This is an optimization exercise on Yosys and OpenROAD, whose aim is small area, not a production implementation.
At most, simulation tests tie the RTL to the original design; equivalence was not proved.
No activity file was given, so power comes from the tool's default toggle rates.

==> module tune_offset, before the edit <==
module tune_offset(
    input clk,
    input rst_n,
    input active,            
    input [1:0] tune,        
    input k_left,
    input k_right,
    output reg [8:0] eh,
    output reg [5:0] em,
    output reg [5:0] es
);
    wire [11:0] ms = {em, es};
    wire h_neg_end = eh[8] & ~eh[7] & ~eh[4];    
    wire h_pos_end = ~eh[8] & eh[7] & eh[4];     
    wire h_m146 = h_neg_end & ~eh[0];
    wire h_m145 = h_neg_end & eh[0];
    wire h_144  = h_pos_end & ~eh[0];
    wire h_145  = h_pos_end & eh[0];
    reg hold_l;
    reg hold_r;
    always @(*) begin
        case (tune)
            2'd3: begin
                hold_l = h_neg_end;                                     
                hold_r = h_145;                                         
            end
            2'd2: begin
                hold_l = h_m146 & (ms <= {6'd22, 6'd52});               
                hold_r = h_145 & (ms >= {6'd37, 6'd9});                 
            end
            default: begin
                hold_l = h_m146 & (ms <= {6'd21, 6'd53});               
                hold_r = h_145 & (ms >= {6'd38, 6'd8});                 
            end
        endcase
    end
    wire up = k_right;
    wire go = (k_left & ~hold_l) | (k_right & ~hold_r);
    wire clr = ~active;      
    wire [5:0] ts = es ^ {6{~up}};
    wire [5:0] tm = em ^ {6{~up}};
    wire [8:0] th = eh ^ {9{~up}};
    wire [5:0] fs = {&ts[4:0], &ts[3:0], &ts[2:0], &ts[1:0], ts[0], 1'b1};
    wire [5:0] fm = {&tm[4:0], &tm[3:0], &tm[2:0], &tm[1:0], tm[0], 1'b1};
    wire [8:0] fh = {&th[7:0], &th[6:0], &th[5:0], &th[4:0], &th[3:0], &th[2:0], &th[1:0], th[0], 1'b1};
    wire s_wrap = up ? (es == 6'd59) : (es == 6'd0);
    wire m_wrap = up ? (em == 6'd59) : (em == 6'd0);
    wire [5:0] wrap_val = {~up, ~up, ~up, 1'b0, ~up, ~up};
    wire s_step = (tune == 2'd1);
    wire m_step = (tune == 2'd2) | (s_step & s_wrap);
    wire h_step = (tune == 2'd3) | (m_step & m_wrap);
    always @(posedge clk) begin
        if (clr) es <= 6'd0;
        else if (go & s_step) es <= s_wrap ? wrap_val : es ^ fs;
        if (clr) em <= 6'd0;
        else if (go & m_step) em <= m_wrap ? wrap_val : em ^ fm;
        if (clr) eh <= 9'd0;
        else if (go & h_step) eh <= eh ^ fh;
    end
endmodule
export LEC_CHECK = 0
export CAP_MARGIN = 20
export CORE_MARGIN = 2
export CORE_UTILIZATION = 40
export CTS_BUF_LIST = sky130_fd_sc_hd__clkbuf_16
export CTS_CLUSTER_DIAMETER = 110
export CTS_CLUSTER_SIZE = 30
export SLEW_MARGIN = 20
create_clock -name core_clock -period 20.0 [get_ports {sys_clk}]
run.sh (not shown) runs the stock make flow with config.mk's settings and CLKGATE_MAP_FILE= SYNTH_SCRIPT=/design/flow/synth_recipe.tcl, a recipe that flattens the netlist after the stock synthesis.
The baseline completed without violations.
Then changed:
--- a/flow/design.v
+++ b/flow/design.v
@@ -195,10 +195,10 @@
     reg hold_r;
     always @(*) begin
         case (tune)
             2'd3: begin
-                hold_l = h_neg_end;                                     
-                hold_r = h_145;                                         
+                hold_l = h_m146 | (h_m145 & (ms <= {6'd21, 6'd52}));    
+                hold_r = h_145 | (h_144 & (ms >= {6'd38, 6'd9}));       
             end
             2'd2: begin
                 hold_l = h_m146 & (ms <= {6'd22, 6'd52});               
                 hold_r = h_145 & (ms >= {6'd37, 6'd9});                 
@@ -210,9 +210,9 @@
         endcase
     end
     wire up = k_right;
     wire go = (k_left & ~hold_l) | (k_right & ~hold_r);
-    wire clr = ~active;      
+    wire clr = ~active | (tune == 2'd0);
     wire [5:0] ts = es ^ {6{~up}};
     wire [5:0] tm = em ^ {6{~up}};
     wire [8:0] th = eh ^ {9{~up}};
     wire [5:0] fs = {&ts[4:0], &ts[3:0], &ts[2:0], &ts[1:0], ts[0], 1'b1};
Effect: The changed run ran to the end with no violations. Final cell count drops slightly. Clock-buffer cell count climbs by 2. Register-to-register slack got worse by 0.28 ns. Non-clock buffer count rose by 1. Via count went down slightly. Global-route usage goes up by 0.51 points. Die area goes down slightly. Setup slack is worse by 0.28 ns. Combinational power came out higher by well over a third. Core utilization rises by 0.28 points. Area after synthesis goes down slightly. Final area rose slightly. Wire length hardly moves.

seg_led_top, a different RTL version from the one above (not shown whole).
Size: about 240 flip-flops, roughly 13,000 µm² of cells after synthesis.
export LEC_CHECK = 0
export CAP_MARGIN = 20
export CORE_MARGIN = 2
export CORE_UTILIZATION = 40
export CTS_BUF_LIST = sky130_fd_sc_hd__clkbuf_16
export CTS_CLUSTER_DIAMETER = 100
export CTS_CLUSTER_SIZE = 24
export SLEW_MARGIN = 20
create_clock -name core_clock -period 20.0 [get_ports {sys_clk}]
The baseline produced a clean layout.
Then changed:
--- a/flow/design.v
+++ b/flow/design.v
@@ -2,36 +2,36 @@
     input clk,
     input rst_n,
     input key,
     output reg ev
 );
     localparam [5:0] S40 = 6'b101000;
     localparam [5:0] S1  = 6'b100000;
     reg key_d0;
     reg key_d1;
     reg key_filtered;
     reg [5:0] lfsr;
     wire hit = (lfsr == S1);
+    always @(posedge clk)
+        lfsr <= (key_d1 != key_d0) ? S40 : {lfsr[4:0], lfsr[5] ^ lfsr[4]};
     always @(posedge clk or negedge rst_n) begin
         if (!rst_n) begin
             key_d0 <= 1'b1;
             key_d1 <= 1'b1;
             key_filtered <= 1'b1;
-            lfsr <= 6'd0;
             ev <= 1'b0;
         end
         else begin
             key_d0 <= key;
             key_d1 <= key_d0;
-            lfsr <= (key_d1 != key_d0) ? S40 : {lfsr[4:0], lfsr[5] ^ lfsr[4]};
             if (hit)
                 key_filtered <= key_d1;
             ev <= hit & key_filtered & ~key_d1;
         end
     end
 endmodule
 module cnt2time(
     input clk,
     input rst_n,
     input in_tuning,
     input in_atuning,
     input [8:0] eh,
@@ -102,48 +102,48 @@
     wire cs = (cnt_i[5:0] == 6'd59);
     wire cm = cs & (cnt_i[11:6] == 6'd59);
     wire [16:0] cnt_inc = {cm ? cnt_i[16:12] + 5'd1 : cnt_i[16:12],
                            cs ? (cm ? 6'd0 : cnt_i[11:6] + 6'd1) : cnt_i[11:6],
                            cs ? 6'd0 : cnt_i[5:0] + 6'd1};
     wire at_mid = (cnt_i[16:12] == 5'd24);
     always @(posedge clk or negedge rst_n) begin
         if (!rst_n) begin
             cnt_i <= 17'd0;
             cnt_j <= 17'd0;
             cnt_tmp <= MIDNIGHT;
             cnt_alm <= MIDNIGHT;
-            reach <= 1'b0;
         end
         else begin
             if (in_tuning && k_confirm)
                 cnt_i <= cnt_j;
             else if (tick) begin
                 if (at_mid)
                     cnt_i <= 17'd0;
                 else if (run)
                     cnt_i <= cnt_inc;
             end
             if (!in_tuning)
                 cnt_j <= cnt_i;
             else if (!bad)
                 cnt_j <= r;
             if (!in_atuning)
                 cnt_alm <= cnt_tmp;
             else
                 cnt_alm <= bad ? MIDNIGHT : r;
             if (in_atuning && k_confirm)
                 cnt_tmp <= cnt_alm;
-            reach <= (cnt_j == cnt_alm);
         end
     end
+    always @(posedge clk)
+        reach <= (cnt_j == cnt_alm);
 endmodule
 module tune_offset(
     input clk,
     input rst_n,
     input active,            
     input [1:0] tune,        
     input k_left,
     input k_right,
     output reg [8:0] eh,
     output reg [5:0] em,
     output reg [5:0] es
 );
@@ -171,31 +171,26 @@
         endcase
     end
     wire step = (k_left & ~hold_l) | (k_right & ~hold_r);
     wire up = k_right;
     wire s_step = (tune == 2'd1);
     wire s_wrap = up ? (es == 6'd59) : (es == 6'd0);
     wire m_step = (tune == 2'd2) | (s_step & s_wrap);
     wire m_wrap = up ? (em == 6'd59) : (em == 6'd0);
     wire h_step = (tune == 2'd3) | (m_step & m_wrap);
     wire [5:0] es_n = s_wrap ? {~up, ~up, ~up, 1'b0, ~up, ~up} : es + {{5{~up}}, 1'b1};
     wire [5:0] em_n = m_wrap ? {~up, ~up, ~up, 1'b0, ~up, ~up} : em + {{5{~up}}, 1'b1};
     wire [8:0] eh_n = eh + {{8{~up}}, 1'b1};
-    always @(posedge clk or negedge rst_n) begin
-        if (!rst_n) begin
-            eh <= 9'd0;
-            em <= 6'd0;
-            es <= 6'd0;
-        end
-        else if (!active || tune == 2'd0) begin
+    always @(posedge clk) begin
+        if (!active || tune == 2'd0) begin
             eh <= 9'd0;
             em <= 6'd0;
             es <= 6'd0;
         end
         else if (step) begin
             if (s_step) es <= es_n;
             if (m_step) em <= em_n;
             if (h_step) eh <= eh_n;
         end
     end
 endmodule
 module sys_status_mgr(
@@ -231,45 +226,46 @@
                            else if (k_confirm) st_nx = S_TUNING;
             S_TUNING:      if (k_cancel | k_confirm) st_nx = S_TUNESEL;
             S_TUNEALARM:   if (k_confirm) st_nx = S_ALARMTUNING;
                            else if (k_cancel) st_nx = S_NORM;
             S_ALARMTUNING: if (k_cancel | k_confirm) st_nx = S_TUNEALARM;
             S_ALARMING:    if (k_any) st_nx = S_NORM;
             default:       st_nx = S_NORM;
         endcase
     end
     always @(posedge clk or negedge rst_n) begin
         if (!rst_n) begin
             st <= S_INIT;
-            tune <= 2'd0;
             run <= 1'b0;
         end
         else begin
             st <= st_nx;
+            case (st)
+                S_INIT, S_TUNESEL, S_TUNING: run <= 1'b0;
+                S_NORM, S_TUNEALARM, S_ALARMTUNING, S_ALARMING: run <= 1'b1;
+                default: run <= run;
+            endcase
+        end
+    end
+    always @(posedge clk) begin
             if (st == S_TUNESEL || st == S_TUNEALARM) begin
                 case (tune)
                     2'd0: tune <= 2'd1;
                     2'd1: if (k_left) tune <= 2'd2; else if (k_right) tune <= 2'd3;
                     2'd2: if (k_left) tune <= 2'd3; else if (k_right) tune <= 2'd1;
                     default: if (k_left) tune <= 2'd1; else if (k_right) tune <= 2'd2;
                 endcase
             end
             else if (!(st == S_TUNING || st == S_ALARMTUNING))
                 tune <= 2'd0;
-            case (st)
-                S_INIT, S_TUNESEL, S_TUNING: run <= 1'b0;
-                S_NORM, S_TUNEALARM, S_ALARMTUNING, S_ALARMING: run <= 1'b1;
-                default: run <= run;
-            endcase
-        end
     end
 endmodule
 module binary2bcd(
     input clk,
     input rst_n,
     output tick,             
     output p43,              
     output p0,               
     output rot,              
     output reg blink         
 );
     localparam [3:0] C11_LAST  = 4'b0111;       
Cell count rose by 1.8%.
Utilization fell by 0.41 points.
Clock power rose by 8.0%.
Synthesized area rose by 0.79%.
Register-to-register slack gains 150 ps.
Via count rose by 4.2%.
No functional check of the RTL was part of the first run of this note.

static timing again, ports no longer ideal:
How much do the figures lean on ideal ports? The routed layouts below were timed once more, with nothing changed but the port constraints. Step 1: set_driving_cell puts a clkbuf_16 on sys_clk and a buf_2 on each other input, an assumption about the parent block. Step 2, shift: input delay + t, output delay - t, t = (earliest + latest rising clock arrival at the registers) / 2. This alone moves slack from input paths to output paths. Slacks: ideal ports / drivers / drivers and shift; pairs: ideal ports / drivers.
run | shift t [ns] | slack for setup (ns) | worst data-port slew with drivers (ns) | pins driven straight from the clock port
the first run of note 1 | 0.520 | 8.635 / 8.635 / 8.635 | 0.04 | 1
the second run of note 1 | 0.528 | 8.357 / 8.357 / 8.357 | 0.04 | 1
the first run of note 2 | 0.526 | 11.120 / 11.120 / 11.120 | 0.05 | 1
the second run of note 2 | 0.544 | 11.267 / 11.267 / 11.267 | 0.04 | 1
After both steps setup and hold are still met in every run listed.
